What follows belongs to an exercise in optimizing a design on an open flow for small area; a production flow would make more cautious choices.
RTL that was checked went through simulation tests only; none was proved equivalent to the original.
Power figures rest on the tool's default switching activity, not on a simulated workload.

==> flow/design.v <==
module pwm_chan (
  input               clk_i,
  input               rst_ni,
  input               pwm_en_i,
  input               invert_i,
  input               blink_en_i,
  input               htbt_en_i,
  input        [15:0] phase_delay_i,
  input        [15:0] duty_cycle_a_i,
  input        [15:0] duty_cycle_b_i,
  input        [15:0] blink_param_x_i,
  input        [15:0] blink_param_y_i,
  input        [15:0] phase_ctr_i,
  input               phase_ovf_i,      
  input        [15:0] keep_i,           
  input               cycle_end_i,
  input               clr_chan_cntr_i,
  output logic        pwm_o
);
  function automatic logic ge16(input logic [15:0] a, input logic [15:0] b);
    logic c;
    c = 1'b1;
    for (int i = 0; i < 16; i++) c = (a[i] & ~b[i]) | ((a[i] | ~b[i]) & c);
    ge16 = c;
  endfunction
  logic blink_mode, htbt_mode;
  assign blink_mode = pwm_en_i & blink_en_i;
  assign htbt_mode  = blink_mode & htbt_en_i;
  logic [15:0] pd_m;
  logic        pd_nz;
  assign pd_m  = phase_delay_i & keep_i;
  assign pd_nz = |pd_m;
  logic [15:0] rel;
  logic        rel_brw;
  always_comb begin : p_rel
    logic br;
    br = 1'b0;
    for (int i = 0; i < 16; i++) begin
      rel[i] = phase_ctr_i[i] ^ pd_m[i] ^ br;
      br = (~phase_ctr_i[i] & pd_m[i]) | (~(phase_ctr_i[i] ^ pd_m[i]) & br);
    end
    rel_brw = br;
  end
  logic rel_top;
  assign rel_top = &(rel | ~keep_i);
  logic dc_update_pending, clr_dc_update, update;
  assign clr_dc_update = phase_ovf_i ? (~rel_brw & rel_top) : (~rel_brw | rel_top);
  assign update = pwm_en_i & (pd_nz ? (dc_update_pending & clr_dc_update) : cycle_end_i);
  always_ff @(posedge clk_i or negedge rst_ni) begin
    if (!rst_ni) begin
      dc_update_pending <= 1'b0;
    end else if (clr_chan_cntr_i) begin
      dc_update_pending <= 1'b0;
    end else if (pwm_en_i) begin
      dc_update_pending <= (dc_update_pending | (cycle_end_i & pd_nz)) & ~clr_dc_update;
    end
  end
  logic [15:0] blink_ctr_q, blink_dec;
  logic        blink_end;
  logic        blink_y_phase_q;
  always_comb begin : p_blink_dec
    logic z;
    z = 1'b1;
    for (int i = 0; i < 16; i++) begin
      blink_dec[i] = blink_ctr_q[i] ^ z;
      z = z & ~blink_ctr_q[i];
    end
    blink_end = z;
  end
  logic blink_step;
  assign blink_step = blink_mode & update;
  always_ff @(posedge clk_i or negedge rst_ni) begin
    if (!rst_ni) begin
      blink_ctr_q     <= '0;
      blink_y_phase_q <= 1'b0;
    end else if (clr_chan_cntr_i) begin
      blink_ctr_q     <= blink_param_x_i;
      blink_y_phase_q <= 1'b0;
    end else if (blink_step) begin
      if (blink_end) begin
        blink_ctr_q     <= (blink_y_phase_q | htbt_en_i) ? blink_param_x_i : blink_param_y_i;
        blink_y_phase_q <= ~(blink_y_phase_q | htbt_en_i);
      end else begin
        blink_ctr_q     <= blink_dec;
      end
    end
  end
  logic [15:0] dc_htbt_q;
  logic        dc_wrap_q, htbt_falling;
  logic        pos_htbt, pattern_repeat;
  assign pos_htbt       = duty_cycle_a_i < duty_cycle_b_i;
  assign pattern_repeat = (duty_cycle_a_i == duty_cycle_b_i);
  logic [15:0] htbt_lim;
  logic        htbt_at_lim;
  assign htbt_lim = (htbt_falling == pos_htbt) ? duty_cycle_a_i : duty_cycle_b_i;
  logic htbt_ge, htbt_eq;
  assign htbt_ge     = dc_htbt_q >= htbt_lim;
  assign htbt_eq     = dc_htbt_q == htbt_lim;
  assign htbt_at_lim = htbt_falling ? (~htbt_ge | htbt_eq) : htbt_ge;
  logic htbt_reverse, htbt_sub, dc_htbt_end;
  assign htbt_reverse = htbt_at_lim | dc_wrap_q;
  assign htbt_sub     = htbt_falling ^ htbt_reverse;
  assign dc_htbt_end  = htbt_mode & update & blink_end;
  logic [16:0] htbt_sum;
  always_comb begin : p_htbt_sum
    logic c;
    logic [15:0] yy;
    yy = blink_param_y_i ^ {16{htbt_sub}};
    c  = ~htbt_sub;
    for (int i = 0; i < 16; i++) begin
      htbt_sum[i] = dc_htbt_q[i] ^ yy[i] ^ c;
      c = (dc_htbt_q[i] & yy[i]) | (c & (dc_htbt_q[i] ^ yy[i]));
    end
    htbt_sum[16] = dc_wrap_q ^ htbt_sub ^ c;
  end
  always_ff @(posedge clk_i or negedge rst_ni) begin
    if (!rst_ni) begin
      htbt_falling <= 1'b0;
      dc_wrap_q    <= 1'b0;
      dc_htbt_q    <= '0;
    end else if (clr_chan_cntr_i) begin
      htbt_falling <= ~pos_htbt;
      dc_wrap_q    <= 1'b0;
      dc_htbt_q    <= duty_cycle_a_i;
    end else if (dc_htbt_end) begin
      htbt_falling <= htbt_falling ^ htbt_reverse;
      dc_wrap_q    <= ~pattern_repeat & htbt_sum[16];
      dc_htbt_q    <= pattern_repeat ? duty_cycle_a_i : htbt_sum[15:0];
    end
  end
  logic [15:0] duty_cycle_actual, dc_m;
  assign duty_cycle_actual = htbt_mode ? (dc_wrap_q ? {16{pos_htbt}} : dc_htbt_q) :
                             (blink_en_i & blink_y_phase_q) ? duty_cycle_b_i : duty_cycle_a_i;
  assign dc_m = duty_cycle_actual & keep_i;
  logic pwm_int;
  assign pwm_int = pwm_en_i & ~ge16(rel, dc_m);
  always_ff @(posedge clk_i or negedge rst_ni) begin
    if (!rst_ni) begin
      pwm_o <= 1'b0;
    end else begin
      pwm_o <= pwm_int ^ invert_i;
    end
  end
endmodule
module pwm_core #(
  parameter int unsigned NOutputs = 6,
  parameter int unsigned PhaseCntDw = 16,
  parameter int unsigned BeatCntDw = 27,
  localparam int unsigned DcResnDw = $clog2(PhaseCntDw)
) (
  input                           clk_core_i,
  input                           rst_core_ni,
  input                           cfg_qe,
  input                           cntr_en_i,
  input [DcResnDw-1:0]            dc_resn_i,
  input [BeatCntDw-1:0]           clk_div_i,
  input                           pwm_en_qe,
  input [NOutputs-1:0]            pwm_en_i,
  input                           invert_qe,
  input [NOutputs-1:0]            invert_i,
  input [NOutputs-1:0]            param_qe,
  input [NOutputs-1:0]            blink_en_i,
  input [NOutputs-1:0]            htbt_en_i,
  input [NOutputs*PhaseCntDw-1:0] phase_delay_i,
  input [NOutputs-1:0]            duty_qe,
  input [NOutputs*PhaseCntDw-1:0] duty_a_i,
  input [NOutputs*PhaseCntDw-1:0] duty_b_i,
  input [NOutputs-1:0]            blink_qe,
  input [NOutputs*PhaseCntDw-1:0] blink_x_i,
  input [NOutputs*PhaseCntDw-1:0] blink_y_i,
  output logic [NOutputs-1:0]     pwm_o
);
  logic                 cntr_en_q;
  logic [BeatCntDw-1:0] clk_div_q;
  logic [DcResnDw-1:0]  dc_resn_q;
  logic [NOutputs-1:0]  pwm_en_q, invert_q;
  logic clr_phase_cntr;
  assign clr_phase_cntr = cfg_qe & cntr_en_i & ~cntr_en_q;
  always_ff @(posedge clk_core_i or negedge rst_core_ni) begin
    if (!rst_core_ni) begin
      pwm_en_q <= '0;
      invert_q <= '0;
    end else begin
      if (pwm_en_qe) pwm_en_q <= pwm_en_i;
      if (invert_qe) invert_q <= invert_i;
    end
  end
  logic [NOutputs-1:0] clr_chan_cntr;
  assign clr_chan_cntr = ({NOutputs{pwm_en_qe}} & pwm_en_i & ~pwm_en_q) |
                         ({NOutputs{invert_qe}} & (invert_i ^ invert_q)) |
                         param_qe | duty_qe | blink_qe;
  always_ff @(posedge clk_core_i or negedge rst_core_ni) begin
    if (!rst_core_ni) begin
      cntr_en_q <= 1'b0;
      clk_div_q <= '0;
      dc_resn_q <= '0;
    end else begin
      if (cfg_qe) cntr_en_q <= cntr_en_i;
      if (clr_phase_cntr) begin
        clk_div_q <= clk_div_i;
        dc_resn_q <= dc_resn_i;
      end
    end
  end
  logic                 cntr_en;
  logic [BeatCntDw-1:0] clk_div;
  logic [DcResnDw-1:0]  dc_resn;
  assign cntr_en = cfg_qe ? cntr_en_i : cntr_en_q;
  assign dc_resn = clr_phase_cntr ? dc_resn_i : dc_resn_q;
  assign clk_div = clr_phase_cntr ? clk_div_i : clk_div_q;
  logic [BeatCntDw-1:0] beat_ctr_q, beat_inc;
  logic                 beat_end;
  assign beat_end = (beat_ctr_q == clk_div);
  always_comb begin : p_beat_inc
    logic c;
    c = 1'b1;
    for (int i = 0; i < BeatCntDw; i++) begin
      beat_inc[i] = beat_ctr_q[i] ^ c;
      c = c & beat_ctr_q[i];
    end
  end
  always_ff @(posedge clk_core_i or negedge rst_core_ni) begin
    if (!rst_core_ni) begin
      beat_ctr_q <= '0;
    end else if (cntr_en) begin
      beat_ctr_q <= (clr_phase_cntr | beat_end) ? '0 : beat_inc;
    end
  end
  logic [PhaseCntDw-1:0] keep;
  assign keep = ~({1'b0, {(PhaseCntDw-1){1'b1}}} >> dc_resn);
  logic [PhaseCntDw-1:0] phase_ctr_q, phase_ctr_next;
  logic                  phase_ctr_overflow;
  always_comb begin : p_phase_next
    logic c, t;
    c = 1'b0;
    for (int i = 0; i < PhaseCntDw; i++) begin
      t = c | (keep[i] & ((i == 0) ? 1'b1 : ~keep[i-1]));
      phase_ctr_next[i] = phase_ctr_q[i] ^ t;
      c = t & phase_ctr_q[i];
    end
    phase_ctr_overflow = c;
  end
  logic cycle_end;
  assign cycle_end = beat_end & phase_ctr_overflow;
  always_ff @(posedge clk_core_i or negedge rst_core_ni) begin
    if (!rst_core_ni) begin
      phase_ctr_q <= '0;
    end else if (clr_phase_cntr) begin
      phase_ctr_q <= '0;
    end else if (beat_end & cntr_en) begin
      phase_ctr_q <= phase_ctr_next;
    end
  end
  for (genvar ii = 0; ii < NOutputs; ii++) begin : gen_chan_insts
    pwm_chan u_chan (
      .clk_i            (clk_core_i),
      .rst_ni           (rst_core_ni),
      .pwm_en_i         (pwm_en_i[ii]),
      .invert_i         (invert_i[ii]),
      .blink_en_i       (blink_en_i[ii]),
      .htbt_en_i        (htbt_en_i[ii]),
      .phase_delay_i    (phase_delay_i[ii*PhaseCntDw +: PhaseCntDw]),
      .duty_cycle_a_i   (duty_a_i[ii*PhaseCntDw +: PhaseCntDw]),
      .duty_cycle_b_i   (duty_b_i[ii*PhaseCntDw +: PhaseCntDw]),
      .blink_param_x_i  (blink_x_i[ii*PhaseCntDw +: PhaseCntDw]),
      .blink_param_y_i  (blink_y_i[ii*PhaseCntDw +: PhaseCntDw]),
      .phase_ctr_i      (phase_ctr_q),
      .phase_ovf_i      (phase_ctr_overflow),
      .keep_i           (keep),
      .cycle_end_i      (cycle_end),
      .clr_chan_cntr_i  (clr_chan_cntr[ii]),
      .pwm_o            (pwm_o[ii])
    );
  end
endmodule
Settings: LEC_CHECK=0, CAP_MARGIN=20, CORE_MARGIN=2, CORE_UTILIZATION=40, SLEW_MARGIN=20; clock period 14.0 ns.
standard.sh (not shown) runs the stock make flow with config.mk's settings and CLKGATE_MAP_FILE= SYNTH_SCRIPT=/design/flow/synth_recipe.tcl, a recipe that flattens the netlist after the stock synthesis.
==> flow/flow/run.sh <==
#!/bin/bash
# Standard layout, with single-strength port buffers and no CTS dummy loads.
set -euo pipefail
export BUFFER_PORTS_ARGS="-buffer_cell sky130_fd_sc_hd__buf_1"
export CTS_ARGS="-sink_clustering_enable -repair_clock_nets -dont_use_dummy_load"
bash standard.sh > standard.log 2>&1
The starting point passed the timing, DRC and antenna checks.
==> next run, changes <==
--- a/flow/design.v
+++ b/flow/design.v
@@ -58,30 +58,31 @@
   logic [15:0] blink_ctr_q, blink_dec;
   logic        blink_end;
   logic        blink_y_phase_q;
+  logic        blink_step;
+  assign blink_step = blink_mode & update;
   always_comb begin : p_blink_dec
     logic z;
     z = 1'b1;
+    for (int i = 0; i < 16; i++) z = z & ~blink_ctr_q[i];
+    blink_end = z;
+  end
+  always_comb begin : p_blink_dec2
+    logic z;
+    z = blink_step;
     for (int i = 0; i < 16; i++) begin
       blink_dec[i] = blink_ctr_q[i] ^ z;
       z = z & ~blink_ctr_q[i];
     end
-    blink_end = z;
-  end
-  logic blink_step;
-  assign blink_step = blink_mode & update;
+  end
   always_ff @(posedge clk_i or negedge rst_ni) begin
     if (!rst_ni) begin
       blink_ctr_q     <= '0;
       blink_y_phase_q <= 1'b0;
-    end else if (clr_chan_cntr_i) begin
-      blink_ctr_q     <= blink_param_x_i;
-      blink_y_phase_q <= 1'b0;
-    end else if (blink_step) begin
-      if (blink_end) begin
-        blink_ctr_q     <= (blink_y_phase_q | htbt_en_i) ? blink_param_x_i : blink_param_y_i;
-        blink_y_phase_q <= ~(blink_y_phase_q | htbt_en_i);
-      end else begin
-        blink_ctr_q     <= blink_dec;
+    end else begin
+      blink_ctr_q <= (clr_chan_cntr_i | (blink_step & blink_end & (blink_y_phase_q | htbt_en_i))) ? blink_param_x_i :
+                     (blink_step & blink_end) ? blink_param_y_i : blink_dec;
+      if (clr_chan_cntr_i | (blink_step & blink_end)) begin
+        blink_y_phase_q <= ~(clr_chan_cntr_i | blink_y_phase_q | htbt_en_i);
       end
     end
   end
@@ -192,15 +193,14 @@
   always_ff @(posedge clk_core_i or negedge rst_core_ni) begin
     if (!rst_core_ni) begin
       cntr_en_q <= 1'b0;
-      clk_div_q <= '0;
       dc_resn_q <= '0;
     end else begin
       if (cfg_qe) cntr_en_q <= cntr_en_i;
-      if (clr_phase_cntr) begin
-        clk_div_q <= clk_div_i;
-        dc_resn_q <= dc_resn_i;
-      end
-    end
+      if (clr_phase_cntr) dc_resn_q <= dc_resn_i;
+    end
+  end
+  always_ff @(posedge clk_core_i) begin
+    if (clr_phase_cntr) clk_div_q <= clk_div_i;
   end
   logic                 cntr_en;
   logic [BeatCntDw-1:0] clk_div;
@@ -208,23 +208,19 @@
   assign cntr_en = cfg_qe ? cntr_en_i : cntr_en_q;
   assign dc_resn = clr_phase_cntr ? dc_resn_i : dc_resn_q;
   assign clk_div = clr_phase_cntr ? clk_div_i : clk_div_q;
-  logic [BeatCntDw-1:0] beat_ctr_q, beat_inc;
+  logic [BeatCntDw-1:0] beat_ctr_q, beat_ctr_d;
   logic                 beat_end;
   assign beat_end = (beat_ctr_q == clk_div);
   always_comb begin : p_beat_inc
     logic c;
-    c = 1'b1;
+    c = cntr_en;
     for (int i = 0; i < BeatCntDw; i++) begin
-      beat_inc[i] = beat_ctr_q[i] ^ c;
+      beat_ctr_d[i] = (beat_ctr_q[i] ^ c) & ~(cntr_en & (clr_phase_cntr | beat_end));
       c = c & beat_ctr_q[i];
     end
   end
-  always_ff @(posedge clk_core_i or negedge rst_core_ni) begin
-    if (!rst_core_ni) begin
-      beat_ctr_q <= '0;
-    end else if (cntr_en) begin
-      beat_ctr_q <= (clr_phase_cntr | beat_end) ? '0 : beat_inc;
-    end
+  always_ff @(posedge clk_core_i) begin
+    beat_ctr_q <= beat_ctr_d;
   end
   logic [PhaseCntDw-1:0] keep;
   assign keep = ~({1'b0, {(PhaseCntDw-1){1'b1}}} >> dc_resn);
The new run finished clean.
First-iteration DRC count went down by about a fifth.
Total power drops by about a fifth.
Clock-buffer cell count fell by 3.
Setup slack is worse by 0.27 ns.
Global-route usage went down by 0.63 points.
Die area goes down by a few percent.
Register-to-register slack is worse by 1.2 ns.
Routed wire length goes down by a few percent.
Synthesized cell count falls by a few percent.
Critical path depth shrinks by 1.
Fmax shrinks by a few percent.
Only the layout flow was run in the first run of this note; the RTL was not checked for function there.

[port drivers added, routing unchanged]
The flow's constraints put no driver on any port. The routed layouts listed below were extracted and timed again, unchanged, in two steps. Step 1, drivers: a clkbuf_16 drives clk_core_i and a buf_2 each remaining input, both assumed. Step 2 times the ports against the registers' clock, not the clock port: input delays grow and output delays shrink by t, the midpoint of the rising clock arrivals with the driver on. Three values: ideal ports, drivers, drivers and shift; two values: the first two.
run | shift t [ns] | setup WS [ns] | slew at the worst register clock pin (ns)
the first run | 0.644 | 0.669 / 0.679 / 0.035 | 0.06 / 0.06
the second run | 0.642 | 0.395 / 0.399 / -0.243 | 0.06 / 0.06
Met with ideal ports but missed after step 2: setup timing in the second run. The setup slack of the second run, which loses most, moves by +0.004 ns with the drivers and by -0.638 ns with both steps.
